This design comes from an exercise in tuning for small area on the open sky130 flow, not from production work.
In this exercise RTL edits were held to simulation tests only and were not proved equivalent to the original.
No driver is modelled on the clock port, so clocking that relies on it looks cheaper here than on a real chip.

==> flow/flow/run.sh <==
#!/bin/bash
# Layout flow: the standard ORFS flow (standard.sh) with these changes:
#  - Yosys's generic synthesis runs without its intermediate ABC pass (SYNTH_ARGS=-noabc),
#    so the adder tree written in the RTL reaches full-adder extraction as written;
#    registers, their names and cell types are those of the standard synthesis;
#  - the final ABC technology mapping uses an area-oriented script (flow/abc_area.script),
#    through a copy of ORFS's scripts folder that differs only in that file;
#  - after clock-tree synthesis, flow/post_cts.tcl delays the clock of the output register
#    (useful skew for the register-to-register paths into it), then runs the CTS step's
#    timing repair, which ORFS is told to skip (SKIP_CTS_REPAIR_TIMING=1);
#  - every input and output port still gets its own buffer, but the smallest one
#    (sky130_fd_sc_hd__buf_1); the resizer may still resize it.
# Each ORFS step writes its own log under orfs/logs/; make's output goes to make.log here.
set -euo pipefail
rm -rf scripts_local
cp -r "$FLOW_HOME/scripts" scripts_local
cp flow/abc_area.script scripts_local/abc_area.script
bash standard.sh SYNTH_ARGS=-noabc SCRIPTS_DIR="$PWD/scripts_local" SKIP_CTS_REPAIR_TIMING=1 \
  POST_CTS_TCL="$PWD/flow/post_cts.tcl" "BUFFER_PORTS_ARGS=-buffer_cell sky130_fd_sc_hd__buf_1" \
  "SKEW_CELLS=sky130_fd_sc_hd__clkdlybuf4s25_1 sky130_fd_sc_hd__clkdlybuf4s50_1 sky130_fd_sc_hd__clkbuf_8" finish > make.log 2>&1
==> flow/flow/abc_area.script <==
strash
dch -f
amap
topo
dnsize -c
==> flow/flow/post_cts.tcl <==
# Runs at the end of ORFS's CTS step (POST_CTS_TCL), which is told to skip its own timing
# repair (SKIP_CTS_REPAIR_TIMING=1); this script does that repair after the change below.
#
# Useful skew for the register-to-register paths into the output register acc (IFout):
# acc's clock pins are moved from the clock tree's leaf nets to one net that a delay cell
# and a clock buffer drive from the leaf net of acc[0]. Every path into acc comes from
# another register of the design; acc's outputs go only to the output ports, whose
# timing this makes harder, not easier. Inputs reach no acc data pin combinationally.
set block [ord::get_db_block]
set db [ord::get_db]
set accs {}
foreach inst [$block getInsts] {
  if {[string range [$inst getName] 0 3] eq "acc\\" && [$inst findITerm CLK] ne "NULL"} {
    lappend accs $inst
  }
}
puts "skew: [llength $accs] acc registers"
set first [lindex $accs 0]
set leaf [[$first findITerm CLK] getNet]
set sx 0; set sy 0
foreach inst $accs {
  lassign [$inst getLocation] x y
  set sx [expr {$sx + $x}]; set sy [expr {$sy + $y}]
}
set cx [expr {int($sx / [llength $accs])}]
set cy [expr {int($sy / [llength $accs])}]
set prev $leaf
set i 0
foreach cell $::env(SKEW_CELLS) {
  set master [$db findMaster $cell]
  set buf [odb::dbInst_create $block $master "skew_buf_$i"]
  set net [odb::dbNet_create $block "skew_net_$i"]
  $net setSigType CLOCK
  [$buf findITerm A] connect $prev
  [$buf findITerm X] connect $net
  $buf setLocation $cx $cy
  $buf setPlacementStatus PLACED
  set prev $net
  incr i
}
foreach inst $accs {
  set it [$inst findITerm CLK]
  $it disconnect
  $it connect $prev
}
set_propagated_clock [all_clocks]
estimate_parasitics -placement
set result [catch { detailed_placement } msg]
if { $result != 0 } { error "Detailed placement failed after skew: $msg" }
estimate_parasitics -placement
report_checks -path_delay max -group_path_count 1 -format end
repair_timing_helper
set result [catch { detailed_placement } msg]
if { $result != 0 } { error "Detailed placement failed after repair: $msg" }
check_placement -verbose
report_design_area
==> flow/standard.sh <==
#!/bin/bash
# synth_recipe.tcl (not shown) runs the flow's synth.tcl, then flattens the netlist and writes it again
# the make line also repeats each setting of config.mk as NAME=value (left out here)
make -C /OpenROAD-flow-scripts/flow DESIGN_CONFIG=/design/flow/config.mk WORK_HOME=/design/flow/orfs CLKGATE_MAP_FILE= SYNTH_SCRIPT=/design/flow/synth_recipe.tcl "${@:-finish}"
==> flow/config.mk <==
export PLATFORM = sky130hd
export DESIGN_NAME = QAM
export DESIGN_NICKNAME = QAM
export VERILOG_FILES = /design/flow/design.v
export SDC_FILE = /design/flow/constraint.sdc
export NUM_CORES = 4
export LEC_CHECK = 0
export ABC_AREA = 1
export CAP_MARGIN = 20
export CORE_MARGIN = 2
export CORE_UTILIZATION = 40
export CTS_BUF_LIST = sky130_fd_sc_hd__clkbuf_8
export GPL_TIMING_DRIVEN = 0
export SLEW_MARGIN = 20
==> flow/constraint.sdc <==
create_clock -name core_clock -period 5.0 [get_ports {clk}]
set_input_delay 1.0000 -clock core_clock [delete_from_list [all_inputs] [get_ports {clk}]]
set_output_delay 1.0000 -clock core_clock [all_outputs]
set_load 0.01 [all_outputs]
==> flow/design.v <==
`timescale 1ns/10ps
module QAM(clk, rst, en, Din, IFout);
input clk, rst, en;
input Din;
output reg signed [17:0] IFout;
reg ce2;           
reg sm_ctrl;       
reg swap;          
reg [1:0] spc;     
reg sm_i, sm_q;    
reg [3:0] usi;     
reg [3:0] cnt;     
reg [8:0] sym_i, sym_q;  
reg [1:0] mix_cnt;
reg [15:0] acc;    
wire en0 = en & ce2;
wire en1 = sm_ctrl & ce2;
wire en2 = usi[3];
wire [1:0] sw = usi[1:0];
wire load = en2 & (sw == 2'd0);
wire neg = ~mix_cnt[1];                         
wire [8:0] s = mix_cnt[0] ? sym_i : sym_q;      
wire [8:0] x = s ^ {9{neg}};
wire [8:0] v;      
assign v[0] = cnt > 4'd0;
assign v[1] = cnt > 4'd1;
assign v[2] = cnt > 4'd2;
assign v[3] = cnt > 4'd3;
assign v[4] = cnt > 4'd4;
assign v[5] = cnt > 4'd5;
assign v[6] = cnt > 4'd6;
assign v[7] = cnt > 4'd7;
assign v[8] = cnt > 4'd8;
reg [15:0] g0_7;    
always @(*) begin
  case ({sw, x[0], x[7], v[0], v[7]})
    6'd0: g0_7 = 16'd341;
    6'd1: g0_7 = 16'd608;
    6'd2: g0_7 = 16'd267;
    6'd3: g0_7 = 16'd534;
    6'd4: g0_7 = 16'd341;
    6'd5: g0_7 = 16'd74;
    6'd6: g0_7 = 16'd267;
    6'd7: g0_7 = 16'd0;
    6'd8: g0_7 = 16'd341;
    6'd9: g0_7 = 16'd608;
    6'd10: g0_7 = 16'd415;
    6'd11: g0_7 = 16'd682;
    6'd12: g0_7 = 16'd341;
    6'd13: g0_7 = 16'd74;
    6'd14: g0_7 = 16'd415;
    6'd15: g0_7 = 16'd148;
    6'd16: g0_7 = 16'd233;
    6'd17: g0_7 = 16'd0;
    6'd18: g0_7 = 16'd233;
    6'd19: g0_7 = 16'd0;
    6'd20: g0_7 = 16'd233;
    6'd21: g0_7 = 16'd466;
    6'd22: g0_7 = 16'd233;
    6'd23: g0_7 = 16'd466;
    6'd24: g0_7 = 16'd233;
    6'd25: g0_7 = 16'd0;
    6'd26: g0_7 = 16'd233;
    6'd27: g0_7 = 16'd0;
    6'd28: g0_7 = 16'd233;
    6'd29: g0_7 = 16'd466;
    6'd30: g0_7 = 16'd233;
    6'd31: g0_7 = 16'd466;
    6'd32: g0_7 = 16'd276;
    6'd33: g0_7 = 16'd0;
    6'd34: g0_7 = 16'd276;
    6'd35: g0_7 = 16'd0;
    6'd36: g0_7 = 16'd276;
    6'd37: g0_7 = 16'd552;
    6'd38: g0_7 = 16'd276;
    6'd39: g0_7 = 16'd552;
    6'd40: g0_7 = 16'd276;
    6'd41: g0_7 = 16'd0;
    6'd42: g0_7 = 16'd276;
    6'd43: g0_7 = 16'd0;
    6'd44: g0_7 = 16'd276;
    6'd45: g0_7 = 16'd552;
    6'd46: g0_7 = 16'd276;
    6'd47: g0_7 = 16'd552;
    6'd48: g0_7 = 16'd204;
    6'd49: g0_7 = 16'd240;
    6'd50: g0_7 = 16'd36;
    6'd51: g0_7 = 16'd72;
    6'd52: g0_7 = 16'd204;
    6'd53: g0_7 = 16'd168;
    6'd54: g0_7 = 16'd36;
    6'd55: g0_7 = 16'd0;
    6'd56: g0_7 = 16'd204;
    6'd57: g0_7 = 16'd240;
    6'd58: g0_7 = 16'd372;
    6'd59: g0_7 = 16'd408;
    6'd60: g0_7 = 16'd204;
    6'd61: g0_7 = 16'd168;
    6'd62: g0_7 = 16'd372;
    6'd63: g0_7 = 16'd336;
  endcase
end
reg [15:0] g1_8;    
always @(*) begin
  case ({sw, x[1], x[8], v[1], v[8]})
    6'd0: g1_8 = 16'd276;
    6'd1: g1_8 = 16'd276;
    6'd2: g1_8 = 16'd0;
    6'd3: g1_8 = 16'd0;
    6'd4: g1_8 = 16'd276;
    6'd5: g1_8 = 16'd276;
    6'd6: g1_8 = 16'd0;
    6'd7: g1_8 = 16'd0;
    6'd8: g1_8 = 16'd276;
    6'd9: g1_8 = 16'd276;
    6'd10: g1_8 = 16'd552;
    6'd11: g1_8 = 16'd552;
    6'd12: g1_8 = 16'd276;
    6'd13: g1_8 = 16'd276;
    6'd14: g1_8 = 16'd552;
    6'd15: g1_8 = 16'd552;
    6'd16: g1_8 = 16'd370;
    6'd17: g1_8 = 16'd555;
    6'd18: g1_8 = 16'd555;
    6'd19: g1_8 = 16'd740;
    6'd20: g1_8 = 16'd370;
    6'd21: g1_8 = 16'd185;
    6'd22: g1_8 = 16'd555;
    6'd23: g1_8 = 16'd370;
    6'd24: g1_8 = 16'd370;
    6'd25: g1_8 = 16'd555;
    6'd26: g1_8 = 16'd185;
    6'd27: g1_8 = 16'd370;
    6'd28: g1_8 = 16'd370;
    6'd29: g1_8 = 16'd185;
    6'd30: g1_8 = 16'd185;
    6'd31: g1_8 = 16'd0;
    6'd32: g1_8 = 16'd341;
    6'd33: g1_8 = 16'd267;
    6'd34: g1_8 = 16'd608;
    6'd35: g1_8 = 16'd534;
    6'd36: g1_8 = 16'd341;
    6'd37: g1_8 = 16'd415;
    6'd38: g1_8 = 16'd608;
    6'd39: g1_8 = 16'd682;
    6'd40: g1_8 = 16'd341;
    6'd41: g1_8 = 16'd267;
    6'd42: g1_8 = 16'd74;
    6'd43: g1_8 = 16'd0;
    6'd44: g1_8 = 16'd341;
    6'd45: g1_8 = 16'd415;
    6'd46: g1_8 = 16'd74;
    6'd47: g1_8 = 16'd148;
    6'd48: g1_8 = 16'd204;
    6'd49: g1_8 = 16'd36;
    6'd50: g1_8 = 16'd240;
    6'd51: g1_8 = 16'd72;
    6'd52: g1_8 = 16'd204;
    6'd53: g1_8 = 16'd372;
    6'd54: g1_8 = 16'd240;
    6'd55: g1_8 = 16'd408;
    6'd56: g1_8 = 16'd204;
    6'd57: g1_8 = 16'd36;
    6'd58: g1_8 = 16'd168;
    6'd59: g1_8 = 16'd0;
    6'd60: g1_8 = 16'd204;
    6'd61: g1_8 = 16'd372;
    6'd62: g1_8 = 16'd168;
    6'd63: g1_8 = 16'd336;
  endcase
end
reg [15:0] g2_6;    
always @(*) begin
  case ({sw, x[2], x[6], v[2], v[6]})
    6'd0: g2_6 = 16'd516;
    6'd1: g2_6 = 16'd794;
    6'd2: g2_6 = 16'd754;
    6'd3: g2_6 = 16'd1032;
    6'd4: g2_6 = 16'd516;
    6'd5: g2_6 = 16'd238;
    6'd6: g2_6 = 16'd754;
    6'd7: g2_6 = 16'd476;
    6'd8: g2_6 = 16'd516;
    6'd9: g2_6 = 16'd794;
    6'd10: g2_6 = 16'd278;
    6'd11: g2_6 = 16'd556;
    6'd12: g2_6 = 16'd516;
    6'd13: g2_6 = 16'd238;
    6'd14: g2_6 = 16'd278;
    6'd15: g2_6 = 16'd0;
    6'd16: g2_6 = 16'd1495;
    6'd17: g2_6 = 16'd233;
    6'd18: g2_6 = 16'd1262;
    6'd19: g2_6 = 16'd0;
    6'd20: g2_6 = 16'd1495;
    6'd21: g2_6 = 16'd2757;
    6'd22: g2_6 = 16'd1262;
    6'd23: g2_6 = 16'd2524;
    6'd24: g2_6 = 16'd1495;
    6'd25: g2_6 = 16'd233;
    6'd26: g2_6 = 16'd1728;
    6'd27: g2_6 = 16'd466;
    6'd28: g2_6 = 16'd1495;
    6'd29: g2_6 = 16'd2757;
    6'd30: g2_6 = 16'd1728;
    6'd31: g2_6 = 16'd2990;
    6'd32: g2_6 = 16'd516;
    6'd33: g2_6 = 16'd754;
    6'd34: g2_6 = 16'd794;
    6'd35: g2_6 = 16'd1032;
    6'd36: g2_6 = 16'd516;
    6'd37: g2_6 = 16'd278;
    6'd38: g2_6 = 16'd794;
    6'd39: g2_6 = 16'd556;
    6'd40: g2_6 = 16'd516;
    6'd41: g2_6 = 16'd754;
    6'd42: g2_6 = 16'd238;
    6'd43: g2_6 = 16'd476;
    6'd44: g2_6 = 16'd516;
    6'd45: g2_6 = 16'd278;
    6'd46: g2_6 = 16'd238;
    6'd47: g2_6 = 16'd0;
    6'd48: g2_6 = 16'd1426;
    6'd49: g2_6 = 16'd2139;
    6'd50: g2_6 = 16'd2139;
    6'd51: g2_6 = 16'd2852;
    6'd52: g2_6 = 16'd1426;
    6'd53: g2_6 = 16'd713;
    6'd54: g2_6 = 16'd2139;
    6'd55: g2_6 = 16'd1426;
    6'd56: g2_6 = 16'd1426;
    6'd57: g2_6 = 16'd2139;
    6'd58: g2_6 = 16'd713;
    6'd59: g2_6 = 16'd1426;
    6'd60: g2_6 = 16'd1426;
    6'd61: g2_6 = 16'd713;
    6'd62: g2_6 = 16'd713;
    6'd63: g2_6 = 16'd0;
  endcase
end
reg [15:0] g3_5;    
always @(*) begin
  case ({sw, x[3], x[5], v[3], v[5]})
    6'd0: g3_5 = 16'd5190;
    6'd1: g3_5 = 16'd2598;
    6'd2: g3_5 = 16'd7788;
    6'd3: g3_5 = 16'd5196;
    6'd4: g3_5 = 16'd5190;
    6'd5: g3_5 = 16'd7782;
    6'd6: g3_5 = 16'd7788;
    6'd7: g3_5 = 16'd10380;
    6'd8: g3_5 = 16'd5190;
    6'd9: g3_5 = 16'd2598;
    6'd10: g3_5 = 16'd2592;
    6'd11: g3_5 = 16'd0;
    6'd12: g3_5 = 16'd5190;
    6'd13: g3_5 = 16'd7782;
    6'd14: g3_5 = 16'd2592;
    6'd15: g3_5 = 16'd5184;
    6'd16: g3_5 = 16'd10761;
    6'd17: g3_5 = 16'd20260;
    6'd18: g3_5 = 16'd9499;
    6'd19: g3_5 = 16'd18998;
    6'd20: g3_5 = 16'd10761;
    6'd21: g3_5 = 16'd1262;
    6'd22: g3_5 = 16'd9499;
    6'd23: g3_5 = 16'd0;
    6'd24: g3_5 = 16'd10761;
    6'd25: g3_5 = 16'd20260;
    6'd26: g3_5 = 16'd12023;
    6'd27: g3_5 = 16'd21522;
    6'd28: g3_5 = 16'd10761;
    6'd29: g3_5 = 16'd1262;
    6'd30: g3_5 = 16'd12023;
    6'd31: g3_5 = 16'd2524;
    6'd32: g3_5 = 16'd5190;
    6'd33: g3_5 = 16'd7788;
    6'd34: g3_5 = 16'd2598;
    6'd35: g3_5 = 16'd5196;
    6'd36: g3_5 = 16'd5190;
    6'd37: g3_5 = 16'd2592;
    6'd38: g3_5 = 16'd2598;
    6'd39: g3_5 = 16'd0;
    6'd40: g3_5 = 16'd5190;
    6'd41: g3_5 = 16'd7788;
    6'd42: g3_5 = 16'd7782;
    6'd43: g3_5 = 16'd10380;
    6'd44: g3_5 = 16'd5190;
    6'd45: g3_5 = 16'd2592;
    6'd46: g3_5 = 16'd7782;
    6'd47: g3_5 = 16'd5184;
    6'd48: g3_5 = 16'd3460;
    6'd49: g3_5 = 16'd1730;
    6'd50: g3_5 = 16'd1730;
    6'd51: g3_5 = 16'd0;
    6'd52: g3_5 = 16'd3460;
    6'd53: g3_5 = 16'd5190;
    6'd54: g3_5 = 16'd1730;
    6'd55: g3_5 = 16'd3460;
    6'd56: g3_5 = 16'd3460;
    6'd57: g3_5 = 16'd1730;
    6'd58: g3_5 = 16'd5190;
    6'd59: g3_5 = 16'd3460;
    6'd60: g3_5 = 16'd3460;
    6'd61: g3_5 = 16'd5190;
    6'd62: g3_5 = 16'd5190;
    6'd63: g3_5 = 16'd6920;
  endcase
end
reg [15:0] t4;    
always @(*) begin
  case ({sw, x[4], v[4]})
    4'd0: t4 = 16'd59213;
    4'd1: t4 = 16'd9635;
    4'd2: t4 = 16'd59213;
    4'd3: t4 = 16'd43255;
    4'd4: t4 = 16'd52677;
    4'd5: t4 = 16'd62176;
    4'd6: t4 = 16'd52677;
    4'd7: t4 = 16'd43178;
    4'd8: t4 = 16'd59213;
    4'd9: t4 = 16'd9635;
    4'd10: t4 = 16'd59213;
    4'd11: t4 = 16'd43255;
    4'd12: t4 = 16'd60242;
    4'd13: t4 = 16'd13290;
    4'd14: t4 = 16'd60242;
    4'd15: t4 = 16'd41658;
  endcase
end
wire fs1 = g0_7[0] ^ g1_8[0] ^ g2_6[0];
wire fc2 = (g0_7[0] & g1_8[0]) | (g0_7[0] & g2_6[0]) | (g1_8[0] & g2_6[0]);
wire fs3 = g0_7[1] ^ g1_8[1] ^ g2_6[1];
wire fc4 = (g0_7[1] & g1_8[1]) | (g0_7[1] & g2_6[1]) | (g1_8[1] & g2_6[1]);
wire fs5 = g0_7[2] ^ g1_8[2] ^ g2_6[2];
wire fc6 = (g0_7[2] & g1_8[2]) | (g0_7[2] & g2_6[2]) | (g1_8[2] & g2_6[2]);
wire fs7 = g0_7[3] ^ g1_8[3] ^ g2_6[3];
wire fc8 = (g0_7[3] & g1_8[3]) | (g0_7[3] & g2_6[3]) | (g1_8[3] & g2_6[3]);
wire fs9 = g0_7[4] ^ g1_8[4] ^ g2_6[4];
wire fc10 = (g0_7[4] & g1_8[4]) | (g0_7[4] & g2_6[4]) | (g1_8[4] & g2_6[4]);
wire fs11 = g0_7[5] ^ g1_8[5] ^ g2_6[5];
wire fc12 = (g0_7[5] & g1_8[5]) | (g0_7[5] & g2_6[5]) | (g1_8[5] & g2_6[5]);
wire fs13 = g0_7[6] ^ g1_8[6] ^ g2_6[6];
wire fc14 = (g0_7[6] & g1_8[6]) | (g0_7[6] & g2_6[6]) | (g1_8[6] & g2_6[6]);
wire fs15 = g0_7[7] ^ g1_8[7] ^ g2_6[7];
wire fc16 = (g0_7[7] & g1_8[7]) | (g0_7[7] & g2_6[7]) | (g1_8[7] & g2_6[7]);
wire fs17 = g0_7[8] ^ g1_8[8] ^ g2_6[8];
wire fc18 = (g0_7[8] & g1_8[8]) | (g0_7[8] & g2_6[8]) | (g1_8[8] & g2_6[8]);
wire fs19 = g0_7[9] ^ g1_8[9] ^ g2_6[9];
wire fc20 = (g0_7[9] & g1_8[9]) | (g0_7[9] & g2_6[9]) | (g1_8[9] & g2_6[9]);
wire fs21 = fc2 ^ fs3 ^ g3_5[1];
wire fc22 = (fc2 & fs3) | (fc2 & g3_5[1]) | (fs3 & g3_5[1]);
wire fs23 = fc4 ^ fs5 ^ g3_5[2];
wire fc24 = (fc4 & fs5) | (fc4 & g3_5[2]) | (fs5 & g3_5[2]);
wire fs25 = fc6 ^ fs7 ^ g3_5[3];
wire fc26 = (fc6 & fs7) | (fc6 & g3_5[3]) | (fs7 & g3_5[3]);
wire fs27 = fc8 ^ fs9 ^ g3_5[4];
wire fc28 = (fc8 & fs9) | (fc8 & g3_5[4]) | (fs9 & g3_5[4]);
wire fs29 = fc10 ^ fs11 ^ g3_5[5];
wire fc30 = (fc10 & fs11) | (fc10 & g3_5[5]) | (fs11 & g3_5[5]);
wire fs31 = fc12 ^ fs13 ^ g3_5[6];
wire fc32 = (fc12 & fs13) | (fc12 & g3_5[6]) | (fs13 & g3_5[6]);
wire fs33 = fc14 ^ fs15 ^ g3_5[7];
wire fc34 = (fc14 & fs15) | (fc14 & g3_5[7]) | (fs15 & g3_5[7]);
wire fs35 = fc16 ^ fs17 ^ g3_5[8];
wire fc36 = (fc16 & fs17) | (fc16 & g3_5[8]) | (fs17 & g3_5[8]);
wire fs37 = fc18 ^ fs19 ^ g3_5[9];
wire fc38 = (fc18 & fs19) | (fc18 & g3_5[9]) | (fs19 & g3_5[9]);
wire fs39 = fc20 ^ g2_6[10] ^ g3_5[10];
wire fc40 = (fc20 & g2_6[10]) | (fc20 & g3_5[10]) | (g2_6[10] & g3_5[10]);
wire fs41 = g2_6[11] ^ g3_5[11] ^ t4[11];
wire fc42 = (g2_6[11] & g3_5[11]) | (g2_6[11] & t4[11]) | (g3_5[11] & t4[11]);
wire fs43 = fs1 ^ g3_5[0] ^ t4[0];
wire fc44 = (fs1 & g3_5[0]) | (fs1 & t4[0]) | (g3_5[0] & t4[0]);
wire hs45 = fs21 ^ t4[1];
wire hc46 = fs21 & t4[1];
wire fs47 = fc22 ^ fs23 ^ t4[2];
wire fc48 = (fc22 & fs23) | (fc22 & t4[2]) | (fs23 & t4[2]);
wire fs49 = fc24 ^ fs25 ^ t4[3];
wire fc50 = (fc24 & fs25) | (fc24 & t4[3]) | (fs25 & t4[3]);
wire fs51 = fc26 ^ fs27 ^ t4[4];
wire fc52 = (fc26 & fs27) | (fc26 & t4[4]) | (fs27 & t4[4]);
wire fs53 = fc28 ^ fs29 ^ t4[5];
wire fc54 = (fc28 & fs29) | (fc28 & t4[5]) | (fs29 & t4[5]);
wire fs55 = fc30 ^ fs31 ^ t4[6];
wire fc56 = (fc30 & fs31) | (fc30 & t4[6]) | (fs31 & t4[6]);
wire fs57 = fc32 ^ fs33 ^ t4[7];
wire fc58 = (fc32 & fs33) | (fc32 & t4[7]) | (fs33 & t4[7]);
wire fs59 = fc34 ^ fs35 ^ t4[8];
wire fc60 = (fc34 & fs35) | (fc34 & t4[8]) | (fs35 & t4[8]);
wire fs61 = fc36 ^ fs37 ^ t4[9];
wire fc62 = (fc36 & fs37) | (fc36 & t4[9]) | (fs37 & t4[9]);
wire fs63 = fc38 ^ fs39 ^ t4[10];
wire fc64 = (fc38 & fs39) | (fc38 & t4[10]) | (fs39 & t4[10]);
wire hs65 = fc40 ^ fs41;
wire hc66 = fc40 & fs41;
wire fs67 = fc42 ^ g3_5[12] ^ t4[12];
wire fc68 = (fc42 & g3_5[12]) | (fc42 & t4[12]) | (g3_5[12] & t4[12]);
wire hs69 = g3_5[13] ^ t4[13];
wire hc70 = g3_5[13] & t4[13];
wire hs71 = g3_5[14] ^ t4[14];
wire hc72 = g3_5[14] & t4[14];
wire [15:0] cpa_a = {hc72, hc70, fc68, hc66, fc64, fc62, fc60, fc58, fc56, fc54, fc52, fc50, fc48, hc46, fc44, fs43};
wire [15:0] cpa_b = {t4[15], hs71, hs69, fs67, hs65, fs63, fs61, fs59, fs57, fs55, fs53, fs51, fs49, fs47, hs45, 1'b0};
wire [15:0] cpa_s = cpa_a + cpa_b;
wire [15:0] nxt = {cpa_s[15], cpa_s[14], cpa_s[13], cpa_s[12], cpa_s[11], cpa_s[10], cpa_s[9], cpa_s[8], cpa_s[7], cpa_s[6], cpa_s[5], cpa_s[4], cpa_s[3], cpa_s[2], cpa_s[1], cpa_s[0]};
always @(posedge clk or posedge rst) begin
	if (rst) begin
		ce2 <= 1'b0; sm_ctrl <= 1'b0; swap <= 1'b0; spc <= 2'd0;
		sm_i <= 1'b0; sm_q <= 1'b0;
		usi <= 4'd0; cnt <= 4'd0; sym_i <= 9'd0; sym_q <= 9'd0;
		mix_cnt <= 2'd0; acc <= 16'd0;
	end
	else begin
		ce2 <= ~ce2;
		if (ce2) sm_ctrl <= ~sm_ctrl;
		if (en0) begin
			swap <= ~swap;
			if (!swap) spc[0] <= Din;
			else spc <= {spc[0], Din};
		end
		if (en1) begin
			sm_i <= spc[1];
			sm_q <= spc[0];
		end
		if (!usi[3]) begin
			if (en) usi <= usi + 4'd1;
		end
		else usi[1:0] <= usi[1:0] + 2'd1;
		if (load) begin
			sym_i <= {sym_i[7:0], sm_i};
			sym_q <= {sym_q[7:0], sm_q};
			if (cnt != 4'd9) cnt <= cnt + 4'd1;
		end
		if (en) mix_cnt <= mix_cnt + 2'd1;
		acc <= nxt;
	end
end
always @(*) IFout = {acc[15], acc[15], acc};
endmodule
==> impl_results.md, run 1 <==
* Outcome: timing/DRC/antenna clean
* Quantity of I/O buffers inserted on ports at 21
* Top area cells in the synthesized netlist: dfrtp_1 (29%), fa_1 (15%), nor2_1 (8.2%)
* Count of cells along the worst register-to-register path at 20
* Final count of hold timing violations at 0
* Area fraction of the dominant cell type after synthesis at between 20% and 30%
* CTS tree: yes
* Filler cells at about 1100
* Detailed-route via count at about 4200
* Leading cell type in the layout, fill and taps excluded: nor2_1
* EDFF count, synth at 0
* Total number of nets in the final design at 640
* Combined area of the multi-input logic cells at 0.00307 sq mm
* Reg2reg start: usi[0]
* Placed insts at between 700 and 800
* Most area-hungry cell type in the Yosys netlist: dfrtp_1
* Most frequent cells in the layout: nor2_1 (90), nand2_1 (52), dfrtp_1 (48)
* Final period demand of the worst path at 4680 ps
* Hold Crit Endpoint: acc[0]
* Overall die width at about 110 microns
* Worst-case headroom to the max-slew limit at about a quarter
* Antenna Diode Count at 0
* Worst Hold Path Cells at 2
* Most instantiated flip-flop cell in the synthesis netlist: dfrtp_1
* Latest clock arrival within the worst-skew pair at about 1200 ps
* Path type of the worst setup path: flip-flop to flip-flop
* Endpoint type of the worst setup path: flip-flop
* Sum of negative setup slack at 0 ps
* Synthesized net count at about 600
* Number of top-level pins at 22
* Hold slack at 143 ps
* Worst hold path startpoint: usi[0]
* Worst Setup Start Kind: flip-flop
* Final setup violating endpoints at 0
* Area enclosed by the die boundary at between 0.01 and 0.015 sq mm
* Average cell area after synthesis at ~8.3 sq um
* Data arrival time of the critical path at roughly 5900 ps
* Core area at 0.0108 sq mm
* Final-report max-slew violation count at 0
* Area taken by flip-flops and latches at 0.00128 sq mm
* DRC Markers at 0
* Crit-path max FO at 32
* Antenna Nets Post-Route at 0
* Worst hold-check path type: flip-flop to flip-flop
* Req. time, crit path at just over 6000 ps
* Via-to-Cell Ratio at ~6
* Wire length per cell at around 17 microns
* Number of maximum-capacitance constraint violations at 0
* Number of flip-flops and latches in the synthesized netlist at 51
* Clk sinks at 51
* FFs w/ async S/R, synth at 100%
* Via count of the first global-routing pass at 3925
* Setup skew after layout at 940 ps
* Relative area change from synthesis to final layout at 13.4%
* Sequential element share of the synthesized area at between 20 and 30%
* Clock-pin transition on the worst setup and hold timing paths at 100 ps
* Initial standard-cell utilization of the core at between 40% and 50%
* Largest net degree at the start of global routing at 43
* Final design utilization at between 40 and 50%
* Final wirelength at between 10 and 15 mm
* Count of routing violations after the opening detailed-route iteration at between 500 and 600
* Final std cells w/o fill at 718
* Final global-route overflow total at 0
* Cell area after synthesis at 0.00446 sq mm
* GR Util All Layers at 21.0%
* Distinct cell type count of the synthesized netlist at 38
* Flop2flop setup slack at 320 ps
* Synthesis Warnings at 1
* Global placer's final weighted congestion at 0.944
* Period utilization at roughly 94%
* Placed wire-length estimate after detailed placement at 9.12 mm
* Share of final-layout standard cells stronger than drive strength 1 at approximately 9%
* Pin slew with the least headroom to its limit at 1120 ps
* Wire length of the first global-routing pass at about 19 mm
* Number of antenna violations at the first check in global routing at 0
* Number of detailed-routing iterations run before antenna repair at 5
* Cell count after synthesis at 540
* Worst r2r dst: acc[14]
* Total number of placement rows at 38
* Maximum clock frequency at approximately 210 MHz
* Die Height at approximately 110 microns
-- cell type report, without the clock buffers --
cell class	count	share of cell area [%]
Tap cell	140	3.47
Clock inverter	2	0.322
Multi-Input combinational cell	431	60.8
Inverter	56	4.63
Buffer	5	0.965
Sequential cell	51	25.4
Timing Repair Buffer	27	2.75
-- worst max-delay path: stages (launching register included) --
cell	delay [ps]
dfrtp_4	660
clkinv_4	320
nor2_4	420
clkinv_2	370
nor2_1	240
a21oi_1	90
o21ai_0	150
fa_1	500
fa_1	430
fa_1	530
ha_1	300
a21oi_1	60
clkinv_1	50
a21oi_1	70
nor2_1	150
o32ai_2	130
o31ai_2	320
clkinv_1	110
o41ai_1	390
nor2_1	80
a21oi_1	140
-- registers in the layout, summed over array words and instances (netlist names) --
name,flops
acc,16
ce2,1
cnt,4
mix_cnt,2
sm_ctrl,1
sm_i,1
sm_q,1
spc,2
swap,1
sym_i,9
sym_q,9
usi,4
-- worst max path at each step --
stage | startpoint | to | slack (ps) | depth (start not counted)
after floorplan | cnt[0] | acc[15] | 0.5 | 20
after global placement | usi[0] | acc[14] | -1400 | 20
after detailed placement | usi[0] | acc[14] | -1360 | 20
after global routing | cnt[1] | acc[15] | -10 | 24
final | usi[0] | acc[14] | 320 | 20
-- logic make-up after synthesis --
group / share of synthesized area [%]
flip-flops: 28.6
buffers and inverters: 5.05
AND/OR/NAND/NOR: 17.2
AO/OA/AOI/OAI: 27.0
adder cells (fa/ha/maj): 22.1
-- layer usage --
metal | global-route usage, % | share of wire, % | wire (microns) | vias up
met5 | 0 | 0 | 0 | -
met4 | 9.13 | 3.3 | 401 | 0
met3 | 4.33 | 7.0 | 850 | 31
li1 | - | - | - | 2032
met1 | 29.1 | 45 | 5430 | 1997
met2 | 31.9 | 45 | 5480 | 178
-- cells in the mapped netlist (2+ instances only) --
master and count:
a211o_1 2, a211oi_1 3, a21oi_1 40, a222oi_1 2
a31oi_1 7, buf_4 2, clkinv_1 56, dfrtp_1 51
fa_1 33, ha_1 26, nand2_1 52, nand3_1 8
nand4_1 3, nor2_1 98, nor3_1 18, o211ai_1 7
o21a_1 4, o21ai_0 46, o221ai_1 12, o22a_1 20
o22ai_1 21, o31ai_1 3, o32a_1 2, o32ai_1 5
or2_0 3, or3_1 4
-- metrics by stage --
stage | cell area [sq um] | worst slack (ps)
6_report | 5050 | 317
5_1_grt | 5050 | -11.0
3_5_place_dp | 4760 | -1360
3_3_place_gp | 4740 | -1400
2_1_floorplan | 4490 | 0.481
==> inputs of run 2 (changes only) <==
--- a/flow/flow/run.sh
+++ b/flow/flow/run.sh
@@ -17,4 +17,4 @@
 cp flow/abc_area.script scripts_local/abc_area.script
 bash standard.sh SYNTH_ARGS=-noabc SCRIPTS_DIR="$PWD/scripts_local" SKIP_CTS_REPAIR_TIMING=1 \
   POST_CTS_TCL="$PWD/flow/post_cts.tcl" "BUFFER_PORTS_ARGS=-buffer_cell sky130_fd_sc_hd__buf_1" \
-  "SKEW_CELLS=sky130_fd_sc_hd__clkdlybuf4s25_1 sky130_fd_sc_hd__clkdlybuf4s50_1 sky130_fd_sc_hd__clkbuf_8" finish > make.log 2>&1
+  "SKEW_CELLS=sky130_fd_sc_hd__clkdlybuf4s50_1 sky130_fd_sc_hd__clkdlybuf4s50_1 sky130_fd_sc_hd__clkbuf_8" finish > make.log 2>&1
==> flow/flow/abc_area.script (replaced) <==
strash
&get -n
&dc2
&dc2
&put
dch -f
amap
topo
dnsize -c
--- a/flow/config.mk
+++ b/flow/config.mk
@@ -11,4 +11,5 @@
 export CORE_UTILIZATION = 40
 export CTS_BUF_LIST = sky130_fd_sc_hd__clkbuf_8
 export GPL_TIMING_DRIVEN = 0
+export HOLD_SLACK_MARGIN = 0.1
 export SLEW_MARGIN = 20
==> run 2 against run 1 <==
Effect of this change: still clean; routed wire length rose by 2.4%; maximum frequency rose by 1.6%; synthesized area fell by 1.9%; flip-flop and latch count did not move; critical path depth rose by 4; clock skew rose by 260 ps; critical endpoint is now acc[15].
==> impl_results.md, run 2 <==
* Setup WS post-layout at 391 ps
* Highest metal layer with signal wires: met4
* Latest clock arrival within the worst-skew pair at 1480 ps
* Most frequent CP cell: a21oi_1
* FFs w/ async S/R, synth at 100%
* Most instantiated flip-flop cell in the synthesis netlist: dfrtp_1
* Top area cells in the synthesized netlist: dfrtp_1 (29%), fa_1 (15%), nor2_1 (9.9%)
* Data arrival time of the critical path at around 6000 ps
* Share of final-layout standard cells stronger than drive strength 1 at 9.47%
* Wire length on met2 at around 5.6 mm
* Ordered list of cells on the worst path: clkinv_2 > nor2_4 > clkinv_2 > nor3_1 > a21oi_1 > o31ai_1 > fa_1 > fa_1 > ha_1 > ha_1 > fa_2 > a21oi_1 > o21bai_1 > nand2_1 > nand2b_1 > a21o_1 > and2_0 > nor2_1 > o21bai_1 > nand2_1 > a21oi_2 > a311oi_1 > nor2_1 > a21oi_1
* Final wirelength at 12.4 mm
* Most area-hungry cell type in the Yosys netlist: dfrtp_1
* Filler cells at approximately 1100
* Via-to-Cell Ratio at a little under 6
* Final period demand of the worst path at 4610 ps
* Highest cell delay on the worst timing path at 590 ps
* Detailed-route via count at 4164
* Antenna Diode Count at 0
* Cell at the slowest stage of the critical path: dfrtp_2
* Endpoint type of the worst setup path: flip-flop
* Path type of the worst setup path: flip-flop to flip-flop
* M1 wire length at 5.47 mm
* Sequential element share of the synthesized area at 29.2%
* GR Util All Layers at a little over a fifth
* Via count of the first global-routing pass at between 3000 and 4000
* Pre-CTS WS at -1440 ps
* Global placer's final weighted congestion at between 1 and 1.5
* Register containing the most flip-flops in the final layout: acc
* CTS tree: yes
* Outcome: timing/DRC/antenna clean
* Worst Setup Start Kind: flip-flop
* Die Height at roughly 110 microns
* Average cell area after synthesis at approximately 8.3 sq um
* Top-count cell post-synth: nor2_1
* Antenna Nets Post-Route at 0
* Distinct cell type count of the synthesized netlist at 38
* Final design utilization at a little under half
* Crit-path max FO at 19
* Total number of nets in the final design at 632
* Pin slew with the least headroom to its limit at 873 ps
* Quantity of I/O buffers inserted on ports at 21
* Length of routed met3 wiring at 972 microns
* Synthesized net count at between 500 and 600
* Overall die width at approximately 110 microns
* Leading cell type in the layout, fill and taps excluded: nor2_1
* Area enclosed by the die boundary at between 0.01 and 0.015 sq mm
* DRC Markers at 0
* Area fraction of the dominant cell type after synthesis at about 29%
* Clock-pin transition on the worst setup and hold timing paths at approximately 130 ps
* Period utilization at between 90% and 100%
* Placed wire-length estimate after detailed placement at ~9.3 mm
* Maximum clock frequency at 217 MHz
* Number of antenna violations at the first check in global routing at 0
* Req. time, crit path at approximately 6400 ps
* Flip-flop count of the largest register, all copies and words added at 16
* Count of routing violations after the opening detailed-route iteration at 274
* Number of flip-flops and latches in the synthesized netlist at 51
* Final setup violating endpoints at 0
* Cell count after synthesis at approximately 530
* Setup skew after layout at about 1200 ps
* Number of top-level pins at 22
* Largest net degree at the start of global routing at 41
* Initial standard-cell utilization of the core at 40.7%
* Number of maximum-capacitance constraint violations at 0
* EDFF count, synth at 0
* Clk sinks at between 50 and 60
* Number of detailed-routing iterations run before antenna repair at 5
* Ranking of synthesized cells by instance count: nor2_1 (115), dfrtp_1 (51), clkinv_1 (50)
* Relative area change from synthesis to final layout at 14.1%
* Core area at roughly 0.011 sq mm
* Final global-route overflow total at 0
* Most frequent cells in the layout: nor2_1 (106), dfrtp_1 (46), nand2_1 (45)
* Final count of hold timing violations at 0
* Wire length per cell at roughly 18 microns
* Setup repair after global routing missed its margin: false
* Final-report max-slew violation count at 0
* Cell area after synthesis at approximately 0.0044 sq mm
* Wire length of the first global-routing pass at about 20 mm
* Biggest regs: acc x16, sym_i x9, sym_q x9
* Worst-case headroom to the max-slew limit at 41.4%
* Total number of placement rows at 38
* Worst hold-check path type: flip-flop to flip-flop
* Synthesis Warnings at 1
[run 2: changes by cell type after synthesis, moves of 4 or more]
cell      change
a21oi_1       +4
clkinv_1      -6
nand2_1       -6
nor2_1       +17
o211ai_1      -5
o21a_1        +4
o21ai_0      -10
or3_1         -4
[run 2: cell families (layout without fill, tap and decap cells)]
kind of cell	Yosys count	after routing	share of synthesized area (%)
buffers and inverters	52	94	4.63
adders and majority gates	59	59	22.5
and+or+nand+nor	193	193	17.7
DFF	51	51	29.2
AOI/OAI and AO/OA	173	173	25.9
[run 2: area by class of cell, without the clock buffers]
class                           count  area, sq um  share of cell area, %
Tap cell                          140          175                   3.51
Buffer                              5         48.8                  0.978
Clock inverter                      3         33.8                  0.677
Sequential cell                    51         1280                   25.7
Multi-Input combinational cell    425         2990                   59.9
Inverter                           50          213                   4.26
Timing Repair Buffer               31          179                   3.58
[run 2: routing by layer]
| metal | vias up | global-route usage (%) |
|---|---|---|
| met3 | 34 | 4.34 |
| met4 | 0 | 8.70 |
| met2 | 197 | 33.9 |
| li1 | 1970 | - |
| met1 | 1963 | 30.3 |
| met5 | - | 0 |
[run 2: worst paths after layout]
kind                       startpoint      end  slack [ps]  cells after the start
max                            usi[1]  acc[15]         390                     24
min                            cnt[1]   acc[0]         140                      5
max reg2reg                    usi[1]  acc[15]         390                     24
min reg2reg                    cnt[1]   acc[0]         140                      5
max in group asynchronous         rst   usi[0]        2820                      5
min in group asynchronous         rst  acc[15]         490                      4
[run 2: critical path: cells and delay by family, from the launching register on]
family	cells	cell delay, ps
adders and majority gates	5	1840
and+or+nand+nor	8	1320
AOI/OAI and AO/OA	9	1300
buffers and inverters	2	650
DFF	1	590
[run 2: stage by stage]
step	hold WS [ps]	TNS, ps	cells	area, sq um
after floorplan	460	0	528	4470
after global placement	480	-10870	689	4720
after detailed placement	486	-10460	690	4740
after global routing	111	0	710	4990
final	142	0	710	4990
==> inputs of run 3 (changes only) <==
==> flow/flow/abc_area.script (replaced) <==
strash
dch -f
amap
topo
dnsize -c
--- a/flow/config.mk
+++ b/flow/config.mk
@@ -8,7 +8,7 @@
 export ABC_AREA = 1
 export CAP_MARGIN = 20
 export CORE_MARGIN = 2
-export CORE_UTILIZATION = 40
+export CORE_UTILIZATION = 55
 export CTS_BUF_LIST = sky130_fd_sc_hd__clkbuf_8
 export GPL_TIMING_DRIVEN = 0
 export HOLD_SLACK_MARGIN = 0.1
==> run 3 against run 2 <==
Effect of this change: sequential share of layout area up 0.16 points; clock skew up 7.7 ps; global-route usage up 7.5 points; critical endpoint unchanged; largest cell class unchanged.
==> impl_results.md, run 3 <==
* Outcome: timing/DRC/antenna clean
* Initial standard-cell utilization of the core at between 50% and 60%
* CTS tree: yes
* Antenna Diode Count at 0
* Clk sinks at 51
* Worst-case headroom to the max-slew limit at 26.8%
* Hold slack at 162 ps
* Synthesized net count at about 600
* Area fraction in compound gates after synthesis at between 20% and 30%
* Final global-route overflow total at 0
* Length of routed met3 wiring at a little over 900 microns
* Main combinational cell family by area after synthesis: compound AO/OA/AOI/OAI gates
* Worst Setup Start Kind: flip-flop
* Worst r2r dst: acc[15]
* Overall die width at about 94 microns
* Highest metal layer with signal wires: met4
* Most frequent CP cell: fa_1
* Final count of hold timing violations at 0
* Portion of netlist area occupied by mux cells at 0%
* Wire length on met2 at 5.56 mm
* Via-to-Cell Ratio at 6.29
* Flop2flop setup slack at ~400 ps
* Number of detailed-routing iterations run before antenna repair at 5
* Reg2reg start: usi[1]
* Req. time, crit path at 6360 ps
* Distinct cell type count of the synthesized netlist at 38
* Data arrival time of the critical path at around 6000 ps
* Setup repair after global routing missed its margin: false
* Antenna Nets Post-Route at 0
* Placed wire-length estimate after detailed placement at roughly 9.1 mm
* Most area-hungry cell type in the Yosys netlist: dfrtp_1
* DRC Markers at 0
* Cell area after synthesis at approximately 0.0045 sq mm
* Combined area of the multi-input logic cells at roughly 0.0030 sq mm
* Flip-flop count of the largest register, all copies and words added at 16
* Most instantiated flip-flop cell in the synthesis netlist: dfrtp_1
* Pre-CTS WS at -1250 ps
* Die Height at roughly 94 microns
* Setup WS post-layout at between 400 and 500 ps
* Total number of placement rows at 32
* Average cell area after synthesis at ~8.3 sq um
* Final setup violating endpoints at 0
* Latest clock arrival within the worst-skew pair at ~1500 ps
* Adder-Cell Fraction of Synth Area at between 20% and 30%
* Relative area change from synthesis to final layout at 11.3%
* Share of final-layout standard cells stronger than drive strength 1 at between 6 and 7%
* Total number of nets in the final design at 641
* Final std cells w/o fill at approximately 680
* Sequential element share of the synthesized area at between 20% and 30%
* Core area at around 0.008 sq mm
* Ordered list of cells on the worst path: clkinv_2 > nor2_4 > clkinvlp_4 > o32a_1 > o21ai_0 > fa_1 > fa_1 > fa_1 > ha_1 > clkinv_1 > o31ai_1 > clkinv_1 > nor3_2 > nand3_1 > o221ai_1 > o21ai_0
* Count of routing violations after the opening detailed-route iteration at around 390
* Filler cells at around 690
* Maximum clock frequency at 217 MHz
* Pin slew with the least headroom to its limit at approximately 1100 ps
* Synthesis Warnings at 1
* Simple-gate share of the synthesized area at between 10% and 20%
* Final wirelength at 12.1 mm
* Worst hold-check path type: flip-flop to flip-flop
* Final-report max-slew violation count at 0
* Hold Crit Endpoint: acc[1]
* Wire length of the first global-routing pass at approximately 20 mm
* Biggest regs: acc x16, sym_i x9, sym_q x9
* Via count of the first global-routing pass at 4097
* Wire length per cell at roughly 18 microns
* Leading cell type in the layout, fill and taps excluded: nor2_1
* Number of maximum-capacitance constraint violations at 0
* Highest cell delay on the worst timing path at 750 ps
* Largest net degree at the start of global routing at 39
* Top area cells in the synthesized netlist: dfrtp_1 (29%), fa_1 (15%), nor2_1 (8.2%)
* Worst hold path startpoint: cnt[3]
* Register containing the most flip-flops in the final layout: acc
* Global placer's final weighted congestion at around 0.97
* Cell family contributing the most delay on the critical path: adder cells
* Number of top-level pins at 22
* GR Util All Layers at between 20% and 30%
* Setup skew after layout at around 1200 ps
* Top-count cell post-synth: nor2_1
* Number of antenna violations at the first check in global routing at 0
* Endpoint type of the worst setup path: flip-flop
* Count of cells along the worst register-to-register path at 16
* Quantity of I/O buffers inserted on ports at 21
* Most frequent cells in the layout: nor2_1 (91), nand2_1 (52), dfrtp_1 (48)
* Cell count after synthesis at 540
* Cell at the slowest stage of the critical path: dfrtp_2
* Crit-path max FO at 27
* FFs w/ async S/R, synth at 100%
* Worst Hold Path Cells at 4
* Worst path buffer plus inverter count at 4
* Synthesized-area fraction occupied by xor and xnor cells at 0%
* Number of flip-flops and latches in the synthesized netlist at 51
* Clock-pin transition on the worst setup and hold timing paths at approximately 100 ps
* EDFF count, synth at 0
* Detailed-route via count at about 4300
* Ranking of synthesized cells by instance count: nor2_1 (98), clkinv_1 (56), nand2_1 (52)
* Final period demand of the worst path at about 4600 ps
* M1 wire length at approximately 5.4 mm
* Path type of the worst setup path: flip-flop to flip-flop
* Area taken by flip-flops and latches at roughly 0.0013 sq mm
* Area enclosed by the die boundary at about 0.0088 sq mm
* Period utilization at between 90% and 100%
* Area fraction of the dominant cell type after synthesis at 28.6%
* Placed insts at 664
run 3: kinds of logic (layout without fill, tap and decap cells):
| logic type | count (synthesis) | after routing |
|---|---|---|
| buf+inv | 58 | 97 |
| simple gates | 188 | 188 |
| flops | 51 | 51 |
| fa+ha+maj | 59 | 59 |
| compound gates | 184 | 184 |
run 3: worst max-delay path by stage:
stage | endpoint | start | cells past startpoint
3_3_place_gp | acc[15] | usi[0] | 16
6_report | acc[15] | usi[1] | 16
3_5_place_dp | acc[14] | usi[0] | 20
2_1_floorplan | acc[15] | cnt[0] | 20
5_1_grt | acc[13] | cnt[1] | 25
run 3: per-layer routing:
metal,vias to the layer above,GRT usage (%)
li1,2045,-
met1,1987,44.1
met2,228,44.6
met3,24,4.41
met4,0,8.45
met5,-,0
run 3: stage by stage:
| stage | utilization [%] | setup TNS, ps | area (sq um) |
|---|---|---|---|
| floorplan | - | 0 | 4490 |
| global placement | 60.1 | -11310 | 4700 |
| detailed placement | 60.4 | -11280 | 4720 |
| global route | 63.5 | 0 | 4960 |
| finish | 63.5 | 0 | 4960 |
run 3: layout make-up, without the clock buffers:
class                      instances  area share, %
buffer                             5          0.984
timing repair buffer              28           3.20
inverter                          56           4.67
clock inverter                     3          0.429
tap                              102           2.57
multi-input combinational        431           60.9
sequential                        51           25.9
run 3: worst reg2reg max path, stage by stage (launching register included):
cell and delay [ps]:
dfrtp_2 750, clkinv_2 460, nor2_4 410, clkinvlp_4 360
o32a_1 410, o21ai_0 110, fa_1 510, fa_1 540
fa_1 430, ha_1 330, clkinv_1 110, o31ai_1 320
clkinv_1 170, nor3_2 260, nand3_1 110, o221ai_1 210
o21ai_0 170
==> inputs of run 4 (changes only) <==
--- a/flow/config.mk
+++ b/flow/config.mk
@@ -8,7 +8,7 @@
 export ABC_AREA = 1
 export CAP_MARGIN = 20
 export CORE_MARGIN = 2
-export CORE_UTILIZATION = 55
+export CORE_UTILIZATION = 40
 export CTS_BUF_LIST = sky130_fd_sc_hd__clkbuf_8
 export GPL_TIMING_DRIVEN = 0
 export HOLD_SLACK_MARGIN = 0.1
==> run 4 against run 3 <==
Effect of this change: register-to-register slack lost 60 ps; utilization fell by 17 points; die area is 36% higher; cell area increased by 0.91%; highest routed layer unchanged; clock skew is 50 ps lower; sequential share of layout area is 0.28 points lower.
==> impl_results.md, run 4 <==
* Number of flip-flops and latches in the synthesized netlist at 51
* Final setup violating endpoints at 0
* Final-report max-slew violation count at 0
* Setup repair after global routing missed its margin: false
* Final design utilization at 46.2%
* Count of routing violations after the opening detailed-route iteration at 482
* Launch point of the critical path: usi[0]
* Worst hold-check path type: flip-flop to flip-flop
* Die Height at 110 microns
* Reg2reg start: usi[0]
* Wire length per cell at around 17 microns
* Worst path buffer plus inverter count at 4
* GR Util All Layers at between 20% and 30%
* Worst hold path startpoint: cnt[3]
* Outcome: timing/DRC/antenna clean
* Clock-pin transition on the worst setup and hold timing paths at around 100 ps
* Via-to-Cell Ratio at ~5.9
* CTS tree: yes
* Initial standard-cell utilization of the core at just over 40%
* Leading cell type in the layout, fill and taps excluded: nor2_1
* Area fraction of the dominant cell type after synthesis at 28.6%
* Period utilization at 93.2%
* Share of final-layout standard cells stronger than drive strength 1 at under 10%
* Final wirelength at 12.0 mm
* Antenna Nets Post-Route at 0
* Sum of negative setup slack at 0 ps
* Endpoint type of the worst setup path: flip-flop
* Most instantiated flip-flop cell in the synthesis netlist: dfrtp_1
* Hold slack at 146 ps
* Crit-path max FO at 32
* Wire length of the first global-routing pass at around 20 mm
* Quantity of I/O buffers inserted on ports at 21
* Pre-CTS WS at -1360 ps
* Most frequent cells in the layout: nor2_1 (93), nand2_1 (52), dfrtp_1 (48)
* Average cell area after synthesis at between 8 and 9 sq um
* Highest cell delay on the worst timing path at roughly 750 ps
* Register containing the most flip-flops in the final layout: acc
* Final global-route overflow total at 0
* Total number of placement rows at 38
* Hold Crit Endpoint: acc[1]
* Flip-flop count of the largest register, all copies and words added at 16
* Data arrival time of the critical path at ~6100 ps
* Largest net degree at the start of global routing at 43
* Ordered list of cells on the worst path: clkinv_4 > nor2_4 > clkinv_2 > nor2_1 > a21oi_1 > o21ai_0 > fa_1 > fa_1 > fa_1 > ha_1 > a21oi_1 > clkinv_1 > a21oi_1 > nor2_1 > o32ai_2 > o31ai_2 > clkinv_1 > o41ai_1 > nor2_1 > a21oi_1
* Ranking of synthesized cells by instance count: nor2_1 (98), clkinv_1 (56), nand2_1 (52)
* Global placer's final weighted congestion at ~0.94
* Pin slew with the least headroom to its limit at 1160 ps
* Cell at the slowest stage of the critical path: dfrtp_2
* Total number of nets in the final design at 640
* Cell count after synthesis at 540
* Most area-hungry cell type in the Yosys netlist: dfrtp_1
* Number of top-level pins at 22
* Worst Setup Start Kind: flip-flop
* FFs w/ async S/R, synth at 100%
* Distinct cell type count of the synthesized netlist at 38
* DRC Markers at 0
* Most frequent CP cell: a21oi_1
* EDFF count, synth at 0
* Count of cells along the worst register-to-register path at 20
* Core area at about 0.011 sq mm
* Overall die width at around 110 microns
* Cell family contributing the most delay on the critical path: adder cells
* Number of detailed-routing iterations run before antenna repair at 6
* Via count of the first global-routing pass at about 3900
* Cell area after synthesis at between 0.004 and 0.005 sq mm
* Synthesis Warnings at 1
* Latest clock arrival within the worst-skew pair at around 1500 ps
* Path type of the worst setup path: flip-flop to flip-flop
* Detailed-route via count at ~4200
* Worst Hold Path Cells at 4
* Maximum clock frequency at ~210 MHz
* Clk sinks at 51
* Synthesized net count at around 600
* Placed wire-length estimate after detailed placement at about 9.1 mm
* Worst-case headroom to the max-slew limit at roughly 22%
* Setup skew after layout at around 1200 ps
* Final period demand of the worst path at 4660 ps
* Biggest regs: acc x16, sym_i x9, sym_q x9
* Req. time, crit path at about 6400 ps
* Flop2flop setup slack at roughly 340 ps
* Top area cells in the synthesized netlist: dfrtp_1 (29%), fa_1 (15%), nor2_1 (8.2%)
* Worst r2r dst: acc[14]
* Number of maximum-capacitance constraint violations at 0
* Number of antenna violations at the first check in global routing at 0
* Setup WS post-layout at around 340 ps
* Relative area change from synthesis to final layout at 12.3%
* Top-count cell post-synth: nor2_1
* Sequential element share of the synthesized area at between 20 and 30%
* Area enclosed by the die boundary at between 0.01 and 0.015 sq mm
* Final count of hold timing violations at 0
* Antenna Diode Count at 0
[run 4: cell counts after synthesis]
Identical to the previous run, type by type.
[run 4: logic make-up after synthesis]
logic type / Yosys count / synth area share (%)
simple gates: 188 / 17.2
flops: 51 / 28.6
fa+ha+maj: 59 / 22.1
buf+inv: 58 / 5.05
compound gates: 184 / 27.0
[run 4: worst register-to-register path, delay by kind of cell, from the launching register on]
family | cells | cell delay, ps
simple gates | 4 | 970
compound gates | 8 | 1340
flops | 1 | 750
fa+ha+maj | 4 | 1760
buf+inv | 4 | 950
[run 4: stage by stage]
step	cells	cell area (sq um)
finish	718	5010
floorplan	540	4490
detailed placement	702	4760
global placement	701	4740
global route	718	5010
[run 4: worst max path at each step]
stage / cells after the start / to
after global routing: 22 / acc[15]
after floorplan: 20 / acc[15]
after global placement: 20 / acc[14]
final: 20 / acc[14]
after detailed placement: 20 / acc[14]
[run 4: routing by layer]
layer	GRT usage (%)	wire length [microns]
met5	0	0
met4	9.13	331
met3	4.33	829
met2	32.0	5370
met1	29.1	5500
[run 4: area by class of cell, without the clock buffers]
type                            count  area (sq um)
Fill cell                        1054          5830
Multi-Input combinational cell    431          3030
Sequential cell                    51          1280
Inverter                           56           228
Tap cell                          140           175
Timing Repair Buffer               27           149
Buffer                              5          48.8
Clock inverter                      2          16.3
==> inputs of run 5 (changes only) <==
--- a/flow/config.mk
+++ b/flow/config.mk
@@ -9,7 +9,7 @@
 export CAP_MARGIN = 20
 export CORE_MARGIN = 2
 export CORE_UTILIZATION = 40
-export CTS_BUF_LIST = sky130_fd_sc_hd__clkbuf_8
+export CTS_BUF_LIST = sky130_fd_sc_hd__clkbuf_4 sky130_fd_sc_hd__clkbuf_8
 export GPL_TIMING_DRIVEN = 0
 export HOLD_SLACK_MARGIN = 0.1
 export SLEW_MARGIN = 20
==> run 5 against run 4 <==
Effect of this change: critical path depth did not move; synthesized area did not move; cell count did not move; clock skew did not move; worst hold slack did not move; routed wire length did not move; critical endpoint unchanged; largest cell class unchanged.
==> impl_results.md, run 5 <==
* Period utilization at 93.2%
* Cell area after synthesis at around 0.0045 sq mm
* Initial standard-cell utilization of the core at 41.1%
* Leading cell type in the layout, fill and taps excluded: nor2_1
* Largest net degree at the start of global routing at 43
* Placed wire-length estimate after detailed placement at between 9 and 10 mm
* Setup skew after layout at about 1200 ps
* Final setup violating endpoints at 0
* Number of flip-flops and latches in the synthesized netlist at slightly above 50
* Final-report max-slew violation count at 0
* FFs w/ async S/R, synth at 100%
* Most instantiated flip-flop cell in the synthesis netlist: dfrtp_1
* Worst path buffer plus inverter count at 4
* Path type of the worst setup path: flip-flop to flip-flop
* Number of top-level pins at 22
* Cell area after placement at around 0.0048 sq mm
* Final count of hold timing violations at 0
* Data arrival time of the critical path at roughly 6000 ps
* Pin slew with the least headroom to its limit at around 1200 ps
* Cell count after synthesis at 540
* Count of cells along the worst register-to-register path at 20
* Flop2flop setup slack at 340 ps
* Logic depth of the worst path, buffers included at 20
* Area enclosed by the die boundary at approximately 0.012 sq mm
* Total number of placement rows at 38
* Worst r2r dst: acc[14]
* Quantity of I/O buffers inserted on ports at 21
* Global placer's final weighted congestion at 0.944
* Overall die width at roughly 110 microns
* Count of routing violations after the opening detailed-route iteration at around 480
* Core area at 0.0108 sq mm
* Sequential element share of the synthesized area at 28.6%
* Launch point of the critical path: usi[0]
* Detailed-route via count at between 4000 and 5000
* Number of antenna violations at the first check in global routing at 0
* Latest clock arrival within the worst-skew pair at ~1500 ps
* Most frequent cells in the layout: nor2_1 (93), nand2_1 (52), dfrtp_1 (48)
* Reg2reg start: usi[0]
* Most area-hungry cell type in the Yosys netlist: dfrtp_1
* Worst hold-check path type: flip-flop to flip-flop
* CP endpoint: acc[14]
* Average cell area after synthesis at just over 8 sq um
* Antenna Nets Post-Route at 0
* Total number of nets in the final design at 640
* Final wirelength at 12.0 mm
* Antenna Diode Count at 0
* Final period demand of the worst path at 4660 ps
* Area taken by flip-flops and latches at 0.00128 sq mm
* Area fraction of the dominant cell type after synthesis at roughly 29%
* Highest cell delay on the worst timing path at around 750 ps
* Synthesized net count at roughly 600
* Top-count cell post-synth: nor2_1
* DRC Markers at 0
* Via count of the first global-routing pass at about 3900
* Cell at the slowest stage of the critical path: dfrtp_2
* Ordered list of cells on the worst path: clkinv_4 > nor2_4 > clkinv_2 > nor2_1 > a21oi_1 > o21ai_0 > fa_1 > fa_1 > fa_1 > ha_1 > a21oi_1 > clkinv_1 > a21oi_1 > nor2_1 > o32ai_2 > o31ai_2 > clkinv_1 > o41ai_1 > nor2_1 > a21oi_1
* Flip-flop count of the largest register, all copies and words added at 16
* Distinct cell type count of the synthesized netlist at 38
* Wire length of the first global-routing pass at between 15 and 20 mm
* Req. time, crit path at roughly 6400 ps
* Endpoint type of the worst setup path: flip-flop
* Synthesis Warnings at 1
* Ranking of synthesized cells by instance count: nor2_1 (98), clkinv_1 (56), nand2_1 (52)
* Most frequent CP cell: a21oi_1
* EDFF count, synth at 0
* Clk sinks at 51
* Worst-case headroom to the max-slew limit at 22.2%
* Relative area change from synthesis to final layout at 12.3%
* Outcome: timing/DRC/antenna clean
* Worst Setup Start Kind: flip-flop
* Die Height at between 100 and 150 microns
* Final global-route overflow total at 0
* Maximum clock frequency at 215 MHz
* Filler cells at 1054
* Final design utilization at 46.2%
* Register containing the most flip-flops in the final layout: acc
* Setup repair after global routing missed its margin: false
* Cell family contributing the most delay on the critical path: adder cells
* GR Util All Layers at 21.1%
* Crit-path max FO at 32
* Number of detailed-routing iterations run before antenna repair at 6
* Combined area of the multi-input logic cells at between 0.003 and 0.004 sq mm
* Biggest regs: acc x16, sym_i x9, sym_q x9
* Clock-pin transition on the worst setup and hold timing paths at roughly 100 ps
* CTS tree: yes
* Number of maximum-capacitance constraint violations at 0
* Via-to-Cell Ratio at 5.86
* Share of final-layout standard cells stronger than drive strength 1 at about 6.4%
* Total non-filler cell area in the finished layout at 0.00501 sq mm
* Top area cells in the synthesized netlist: dfrtp_1 (29%), fa_1 (15%), nor2_1 (8.2%)
* Wire length per cell at about 17 microns
[run 5: cell counts in the layout (fill, tap and decap cells not counted)]
Identical to the previous run, type by type.
[run 5: worst min path at each step]
stage,startpoint,to,slack [ps],cells after the start
6_report,cnt[3],acc[1],150,4
3_5_place_dp,usi[2],usi[2],480,1
2_1_floorplan,usi[2],usi[2],440,1
5_1_grt,cnt[3],acc[1],250,4
3_3_place_gp,usi[2],usi[2],460,1
[run 5: cell type report, without the clock buffers]
class                      instances  area share [%]
buffer                             5           0.975
clock inverter                     2           0.325
inverter                          56            4.55
multi-input combinational        431            60.5
sequential                        51            25.6
tap                              140            3.50
timing repair buffer              27            2.97
[run 5: kinds of logic after synthesis]
| logic type | count (synthesis) | share of synthesized area, % |
|---|---|---|
| AND/OR/NAND/NOR | 188 | 17.2 |
| flip-flops | 51 | 28.6 |
| adder cells (fa/ha/maj) | 59 | 22.1 |
| buffers and inverters | 58 | 5.05 |
| AO/OA/AOI/OAI | 184 | 27.0 |
[run 5: tightest hold or removal path, stage by stage (launching register included)]
cell and delay, ps:
dfrtp_1 500, nor2_1 190, fa_1 250, fa_1 190, ha_1 130
[run 5: through the flow]
step	setup WS (ps)	setup TNS [ps]	hold WS, ps	std cells
5_1_grt	8.40	0	252	718
3_3_place_gp	-1400	-12610	461	701
3_5_place_dp	-1360	-12110	477	702
6_report	342	0	146	718
2_1_floorplan	0.481	0	440	540
[run 5: per-layer routing]
metal | global-route usage [%] | share of wire (%)
met3 | 4.33 | 6.9
met5 | 0 | 0
met1 | 29.1 | 46
met4 | 9.13 | 2.8
met2 | 32.0 | 45

[re-timing with driven ports]
In the flow no input, the clock included, has a driving cell. The finished layouts below were timed again as built, in two steps. Step 1: set_driving_cell puts a clkbuf_16 on clk and a buf_2 on each other input, an assumption about the parent block. Step 2, shift: input delay + t, output delay - t, t = (earliest + latest rising clock arrival at the registers) / 2. This alone moves slack from input paths to output paths. a / b / c = ideal / step 1 / step 2; a / b = the first two.
run	t (ns)	slack for setup (ns)	hold WS [ns]	worst setup path after step 2	clock arrival spread, ns
run 1	0.800	0.317 / 0.317 / 0.317	0.143 / 0.143 / 0.143	register to register	0.940 / 0.940
run 2	0.914	0.391 / 0.391 / 0.391	0.142 / 0.142 / 0.142	register to register	1.201 / 1.201
run 3	0.915	0.402 / 0.402 / 0.402	0.162 / 0.162 / 0.162	register to register	1.208 / 1.209
run 4	0.910	0.342 / 0.342 / 0.342	0.146 / 0.146 / 0.146	register to register	1.159 / 1.158
run 5	0.910	0.342 / 0.342 / 0.342	0.146 / 0.146 / 0.146	register to register	1.159 / 1.158
In every run listed the clock reaches the registers at very different times; t lies between them, and the last value is a rough guide only.
